Context: an optimization exercise on an open-source flow, tuned for small area. The choices shown serve that exercise and are no tape-out recipe.
In this exercise RTL edits were held to simulation tests only and were not proved equivalent to the original.
No activity file was given, so power comes from the tool's default toggle rates.

## secmer
module secmer(
    input clk,
    input reset,
    input w_button2, w_button3, w_button4,
    output [6:0] ss1, ss2, ss3, ss4, ss5, ss6, ss7
);
Size: roughly 110 flip-flops, ~54 I/O pins, roughly 4300 um2 of cells after synthesis.
export LEC_CHECK = 0
export CAP_MARGIN = 0
export CORE_MARGIN = 2
export CORE_UTILIZATION = 40
export SLEW_MARGIN = 0
create_clock -name core_clock -period 10.0 [get_ports {clk}]
standard.sh (not shown) runs the stock make flow with config.mk's settings and CLKGATE_MAP_FILE= SYNTH_SCRIPT=/design/flow/synth_recipe.tcl, a recipe that flattens the netlist after the stock synthesis.
==> flow/flow/run.sh <==
#!/bin/bash
# Own layout flow: the standard ORFS flow (standard.sh) with
#  - synthesis using an area-oriented ABC mapping script (flow/abc_area.script,
#    selected through ABC_AREA=1); registers are mapped before ABC, as in the
#    standard synthesis, so they keep their names and cell types; pass-through
#    ports get buf_1 instead of buf_4;
#  - the port buffers made of buf_1 cells;
#  - clock tree synthesis with the buffers in flow/cts_bufs.txt and no dummy
#    loads.
# Each step's full output goes to a log file in the work folder.
set -euo pipefail
WORK=$(pwd)
FLOWDIR=$WORK/flow

# copy of ORFS's scripts with our ABC script in place of abc_area.script
rm -rf "$WORK/scripts_abc"
cp -r "$FLOW_HOME/scripts" "$WORK/scripts_abc"
cp "$FLOWDIR/abc_area.script" "$WORK/scripts_abc/abc_area.script"

bash standard.sh SCRIPTS_DIR="$WORK/scripts_abc" ABC_AREA=1 \
  "MIN_BUF_CELL_AND_PORTS=sky130_fd_sc_hd__buf_1 A X" synth > "$WORK/flow_synth.log" 2>&1

CTS_ARGS_V="-sink_clustering_enable -repair_clock_nets -dont_use_dummy_load"
CTS_ARGS_V="$CTS_ARGS_V -buf_list {$(cat "$FLOWDIR/cts_bufs.txt")}"

bash standard.sh "BUFFER_PORTS_ARGS=-buffer_cell sky130_fd_sc_hd__buf_1" \
  "CTS_ARGS=$CTS_ARGS_V" finish > "$WORK/flow_layout.log" 2>&1
==> flow/flow/abc_area.script <==
strash
dc2
&get -n
&st
&dch
&nf -R 1000 -p -F 8 -A 8
&put
==> flow/flow/cts_bufs.txt <==
sky130_fd_sc_hd__clkbuf_4
Then changed:
GPL_TIMING_DRIVEN = 0   (was default)
What happened: Combinational power rises by about 2%. Die area is unchanged. Routed wire length falls by 0.36%. Synthesized area stays the same. Cell area rises by 1.3%. Maximum frequency falls by about 5%. Global-route usage rises by 0.14 points. Total power hardly moves. Hold slack stays flat. First-iteration DRC count falls by about 3%. Worst setup slack got worse by 0.22 ns.
Then changed:
CAP_MARGIN = 20   (was 0)
GPL_TIMING_DRIVEN = default   (was 0)
SLEW_MARGIN = 20   (was 0)
After rerunning: Total power hardly moves. Setup slack is better by 0.22 ns. Worst hold slack barely changes. Final cell count is lower by 0.85%.
Then changed:
GPL_TIMING_DRIVEN = 0   (was default)
=>
- The changed run completed without violations
- clock-buffer cell count is unchanged
- first-iteration DRC count fell by about 12%
- utilization rose by 0.56 points

========
secmer, a different RTL version from the one above (not shown whole).
Size: about 120 flip-flops, about 54 I/O pins, roughly 4600 µm² of cells after synthesis.
Settings: LEC_CHECK=0, CAP_MARGIN=20, CORE_MARGIN=2, CORE_UTILIZATION=70, SLEW_MARGIN=20; clock period 10.0 ns.
==> flow/flow/run.sh <==
#!/bin/bash
# Own layout flow: the standard ORFS flow (standard.sh) with
#  - synthesis using an area-oriented ABC mapping script (flow/abc_area.script,
#    selected through ABC_AREA=1); registers are mapped before ABC, as in the
#    standard synthesis, so they keep their names and cell types;
#  - the port buffers made of buf_1 cells;
#  - clock tree synthesis with small buffers and no dummy loads.
# Each step's full output goes to a log file in the work folder.
set -euo pipefail
WORK=$(pwd)
FLOWDIR=$WORK/flow

# copy of ORFS's scripts with our ABC script in place of abc_area.script
rm -rf "$WORK/scripts_abc"
cp -r "$FLOW_HOME/scripts" "$WORK/scripts_abc"
cp "$FLOWDIR/abc_area.script" "$WORK/scripts_abc/abc_area.script"

bash standard.sh SCRIPTS_DIR="$WORK/scripts_abc" ABC_AREA=1 synth > "$WORK/flow_synth.log" 2>&1

CTS_ARGS_V="-sink_clustering_enable -repair_clock_nets -dont_use_dummy_load"
if [[ -f "$FLOWDIR/cts_bufs.txt" ]]; then
  CTS_ARGS_V="$CTS_ARGS_V -buf_list {$(cat "$FLOWDIR/cts_bufs.txt")}"
fi
if [[ -f "$FLOWDIR/cts_extra.txt" ]]; then
  CTS_ARGS_V="$CTS_ARGS_V $(cat "$FLOWDIR/cts_extra.txt")"
fi

bash standard.sh "BUFFER_PORTS_ARGS=-buffer_cell sky130_fd_sc_hd__buf_1" \
  "CTS_ARGS=$CTS_ARGS_V" finish > "$WORK/flow_layout.log" 2>&1
==> flow/flow/abc_area.script <==
strash
dch
amap
topo
Scripts as last shown in full above: flow/flow/cts_bufs.txt
The baseline went through all stages and came out clean.
Next try:
- CORE_UTILIZATION: 70 -> 40
=> Register-to-register slack gains 0.13 ns. First-iteration DRC count drops by about 40%. Hold slack gains 0.017 ns. Wire length climbs by about 1%. Design area climbs by about 1.6%.

-- re-timing with driven ports --
No port has a modelled driver above. Below, the same layouts with a new extraction and two added sets of constraints.
Step 1 (the two cells are an assumption about what drives the block):
set clk [get_ports {clk}]
set_driving_cell -lib_cell sky130_fd_sc_hd__clkbuf_16 $clk
set_driving_cell -lib_cell sky130_fd_sc_hd__buf_2 [delete_from_list [all_inputs] $clk]
Step 2 adds t to the input delays and takes it off the output delays; t is the mean of the earliest and latest rising clock arrival at the registers after step 1. Input paths then give back, and output paths get back, about the clock's delay inside the block.
a / b / c = ideal / step 1 / step 2; a / b = the first two.
| run | t (ns) | slack for setup (ns) | worst setup path at the end | clock arrival spread, ns | worst register clock-pin slew, ns |
|---|---|---|---|---|---|
| the first run of note 1 | 0.497 | 5.709 / 5.678 / 6.175 | register to output | 0.038 / 0.039 | 0.10 / 0.10 |
| the second run of note 1 | 0.496 | 5.492 / 5.460 / 5.956 | register to output | 0.022 / 0.022 | 0.09 / 0.09 |
| the third run of note 1 | 0.504 | 5.711 / 5.680 / 6.184 | register to output | 0.040 / 0.040 | 0.10 / 0.10 |
| the fourth run of note 1 | 0.505 | 5.389 / 5.356 / 5.861 | register to output | 0.025 / 0.026 | 0.10 / 0.10 |
| the first run of note 2 | 0.525 | 4.829 / 4.800 / 5.325 | register to output | 0.028 / 0.028 | 0.10 / 0.10 |
| the second run of note 2 | 0.494 | 4.852 / 4.822 / 5.317 | register to output | 0.037 / 0.037 | 0.10 / 0.10 |
After both steps every run listed still meets setup and hold.
